This design comes from an exercise in tuning for a short achievable clock period and few clock cycles per item on the open sky130 flow, not from production work.
At most, simulation tests tie the RTL to the original design; equivalence was not proved.

==> flow/design.v <==
`timescale 1ns/10ps
module mm_gcd (
    clock,
    reset,
    a,
    b,
    c,
    start,
    finished
);
input clock;
input reset;
input [31:0] a;
input [31:0] b;
output [31:0] c;
input start;
output finished;
reg [32:0] u;      
reg [32:0] v;      
reg [4:0] k;
reg fin;
reg fix;
wire [31:0] mag = u[32] ? {~u[31:1], 1'b1} : u[31:0];
assign finished = fin;
assign c = mag << k;
function [4:0] ctz32;
    input [31:0] x;
    integer i;
    begin
        ctz32 = 5'd0;
        for (i = 31; i >= 0; i = i - 1)
            if (x[i]) ctz32 = i;
    end
endfunction
function [5:0] ctz33;
    input [32:0] x;
    integer i;
    begin
        ctz33 = 6'd0;
        for (i = 32; i >= 0; i = i - 1)
            if (x[i]) ctz33 = i;
    end
endfunction
function [42:0] step;
    input [32:0] l;
    input [32:0] s;
    reg [34:0] le, y, z, r, need;
    reg [2:0] t;
    reg more, unit;
    integer i;
    begin
        le = {{2{l[32]}}, l};
        y = {{2{s[32]}}, s};
        if (l[1] == s[1])
            y = ~y ^ 35'd1;                 
        z = le ^ y ^ ((le | y) << 1);
        more = (z[9:2] == 8'd0);
        t = 3'd7;
        for (i = 8; i >= 2; i = i - 1)
            if (z[i]) t = i - 2;
        unit = 1'b0;
        for (i = 2; i < 10; i = i + 1) begin
            need = ((le & y) | ((le | y) & ~(35'd1 << i))) << 1;
            if (t == i - 2 && (le ^ y ^ (35'd1 << i)) == need) unit = 1'b1;
            need = ((le & y) | ((le | y) & ~(-(35'd1 << i)))) << 1;
            if (t == i - 2 && (le ^ y ^ (-(35'd1 << i))) == need) unit = 1'b1;
        end
        r = le + y;
        step = {r[34:2], t, more, unit};
    end
endfunction
wire [4:0] za = ctz32(a);
wire [4:0] zb = ctz32(b);
wire [31:0] ao = a >> za;
wire [31:0] bo = b >> zb;
wire a_zero = (a == 32'd0);
wire b_zero = (b == 32'd0);
wire a_pow2 = ((a & (a - 32'd1)) == 32'd0);
wire b_pow2 = ((b & (b - 32'd1)) == 32'd0);
wire [33:0] sum_uv = {u[32], u} + {v[32], v};
wire [33:0] dif_uv = {u[32], u} - {v[32], v};
wire gt = (sum_uv[33] == dif_uv[33]);           
wire eq = (u == v) || (u[32:1] == ~v[32:1]);   
wire [32:0] ru, rv;
wire [2:0] tu, tv;
wire mu, mv, nu, nv;
assign {ru, tu, mu, nu} = step(u, v);
assign {rv, tv, mv, nv} = step(v, u);
wire [32:0] wu = $signed(ru) >>> tu;
wire [32:0] wv = $signed(rv) >>> tv;
wire ou = nu && !mu;
wire ov = nv && !mv;
wire [5:0] zu = ctz33(u);
wire [32:0] uf = $signed(u) >>> zu;
always @(posedge clock) begin
    if (reset == 0) begin
        fin <= 1'b1;
        fix <= 1'b0;
    end
    else if (start) begin
        fix <= 1'b0;
        if (a_zero || b_zero) begin
            fin <= 1'b1;
            u <= {1'b0, a | b};
            k <= 5'd0;
        end
        else begin
            k <= (za < zb) ? za : zb;
            u <= (a_pow2 || b_pow2) ? 33'd1 : {1'b0, ao};
            v <= {1'b0, bo};
            fin <= a_pow2 || b_pow2 || (a == b);
        end
    end
    else if (!fin) begin
        if (fix) begin
            fix <= 1'b0;
            if (u == 33'd0) begin
                u <= v;
                fin <= 1'b1;
            end
            else begin
                u <= uf;
                fin <= (uf == 33'd1) || (uf == {33{1'b1}});
            end
        end
        else if (eq) begin
            fin <= 1'b1;
        end
        else if (gt) begin
            u <= wu;
            fin <= ou && !mu;
            fix <= mu;
        end
        else begin
            u <= wv;
            v <= u;
            fin <= ov && !mv;
            fix <= mv;
        end
    end
end
endmodule
export LEC_CHECK = 0
export CAP_MARGIN = 20
export CORE_MARGIN = 2
export CORE_UTILIZATION = 40
export SETUP_SLACK_MARGIN = 0.3
export SLEW_MARGIN = 20
export TNS_END_PERCENT = 100
create_clock -name core_clock -period 5.0 [get_ports {clock}]
run.sh (not shown) runs the stock make flow with config.mk's settings and CLKGATE_MAP_FILE= SYNTH_SCRIPT=/design/flow/synth_recipe.tcl, a recipe that flattens the netlist after the stock synthesis.
Next try:
--- a/flow/design.v
+++ b/flow/design.v
@@ -21,4 +21,5 @@
 reg fin;
 reg fix;
+reg bneg;          
 wire [31:0] mag = u[32] ? {~u[31:1], 1'b1} : u[31:0];
 assign finished = fin;
@@ -42,30 +43,39 @@
     end
 endfunction
-function [42:0] step;
+function [43:0] step;
     input [32:0] l;
     input [32:0] s;
-    reg [34:0] le, y, z, r, need;
+    input neg;
+    reg [34:0] le, y, p, g, z, r, need;
+    reg [7:0] sel;
     reg [2:0] t;
-    reg more, unit;
+    reg more, unit, none, w1;
     integer i;
     begin
         le = {{2{l[32]}}, l};
-        y = {{2{s[32]}}, s};
-        if (l[1] == s[1])
-            y = ~y ^ 35'd1;                 
-        z = le ^ y ^ ((le | y) << 1);
+        y = {{2{s[32]}}, s} ^ {{34{neg}}, 1'b0};    
+        p = le ^ y;
+        g = le & y;
+        z = p ^ ((le | y) << 1);
         more = (z[9:2] == 8'd0);
-        t = 3'd7;
-        for (i = 8; i >= 2; i = i - 1)
-            if (z[i]) t = i - 2;
+        none = 1'b1;
+        for (i = 0; i < 7; i = i + 1) begin
+            sel[i] = z[i+2] & none;
+            none = none & ~z[i+2];
+        end
+        sel[7] = none;
+        t = {sel[4] | sel[5] | sel[6] | sel[7], sel[2] | sel[3] | sel[6] | sel[7],
+             sel[1] | sel[3] | sel[5] | sel[7]};
         unit = 1'b0;
+        w1 = 1'b0;
         for (i = 2; i < 10; i = i + 1) begin
             need = ((le & y) | ((le | y) & ~(35'd1 << i))) << 1;
-            if (t == i - 2 && (le ^ y ^ (35'd1 << i)) == need) unit = 1'b1;
+            unit = unit | (sel[i-2] & ((p ^ (35'd1 << i)) == need));
             need = ((le & y) | ((le | y) & ~(-(35'd1 << i)))) << 1;
-            if (t == i - 2 && (le ^ y ^ (-(35'd1 << i))) == need) unit = 1'b1;
+            unit = unit | (sel[i-2] & ((p ^ (-(35'd1 << i))) == need));
+            w1 = w1 | (sel[i-2] & (p[i+1] ^ g[i]));
         end
         r = le + y;
-        step = {r[34:2], t, more, unit};
+        step = {r[34:2], t, more, unit, w1};
     end
 endfunction
@@ -84,13 +94,16 @@
 wire [32:0] ru, rv;
 wire [2:0] tu, tv;
-wire mu, mv, nu, nv;
-assign {ru, tu, mu, nu} = step(u, v);
-assign {rv, tv, mv, nv} = step(v, u);
-wire [32:0] wu = $signed(ru) >>> tu;
-wire [32:0] wv = $signed(rv) >>> tv;
+wire mu, mv, nu, nv, w1u, w1v;
+assign {ru, tu, mu, nu, w1u} = step(u, v, bneg);
+assign {rv, tv, mv, nv, w1v} = step(v, u, bneg);
+wire [39:0] wux = {{7{ru[32]}}, ru} >> tu;      
+wire [32:0] wu = wux[32:0];
+wire [39:0] wvx = {{7{rv[32]}}, rv} >> tv;
+wire [32:0] wv = wvx[32:0];
 wire ou = nu && !mu;
 wire ov = nv && !mv;
 wire [5:0] zu = ctz33(u);
-wire [32:0] uf = $signed(u) >>> zu;
+wire [65:0] ufx = {{33{u[32]}}, u} >> zu;
+wire [32:0] uf = ufx[32:0];                    
 always @(posedge clock) begin
     if (reset == 0) begin
@@ -110,4 +123,5 @@
             v <= {1'b0, bo};
             fin <= a_pow2 || b_pow2 || (a == b);
+            bneg <= (ao[1] == bo[1]);
         end
     end
@@ -122,4 +136,5 @@
                 u <= uf;
                 fin <= (uf == 33'd1) || (uf == {33{1'b1}});
+                bneg <= (uf[1] == v[1]);
             end
         end
@@ -131,4 +146,5 @@
             fin <= ou && !mu;
             fix <= mu;
+            bneg <= (w1u == v[1]);
         end
         else begin
@@ -137,4 +153,5 @@
             fin <= ov && !mv;
             fix <= mv;
+            bneg <= (w1v == u[1]);
         end
     end
Wire length fell by 5.2%.
Register-to-register slack gets better by 0.20 ns.
Non-clock buffer count rose by 52.
Global-route usage decreases by 0.33 points.
Worst hold slack is better by 0.081 ns.
Final cell count went down by 1.2%.
Via count came out lower by about 4%.
Testbench counts after the change, summed over its fixed seeds: cycles 28,447, items 2,400.
No functional check of the RTL was part of the first run of this note.

## what the ideal ports hide
The results above use ideal ports. As a check the final layouts listed here were re-extracted and re-timed, cells and wires unchanged.
Step 1 sets driving cells, clkbuf_16 on the clock port and buf_2 on the other inputs (assumed; they add their load-dependent delay and slew).
Step 2 times the ports against the registers' clock, not the clock port: input delays grow and output delays shrink by t, the midpoint of the rising clock arrivals with the driver on.
Slacks: no drivers / after step 1 / after step 2; pairs: no drivers / after step 1.
run	t (ns)	setup slack, ns	pins driven straight from the clock port
the first run	0.406	0.129 / 0.129 / 0.033	1
the second run	0.417	0.329 / 0.329 / 0.097	1
After both steps every run listed still meets setup and hold. For the second run, which loses most, drivers alone change the setup slack by 0.000 ns; drivers and shift together by -0.232 ns.
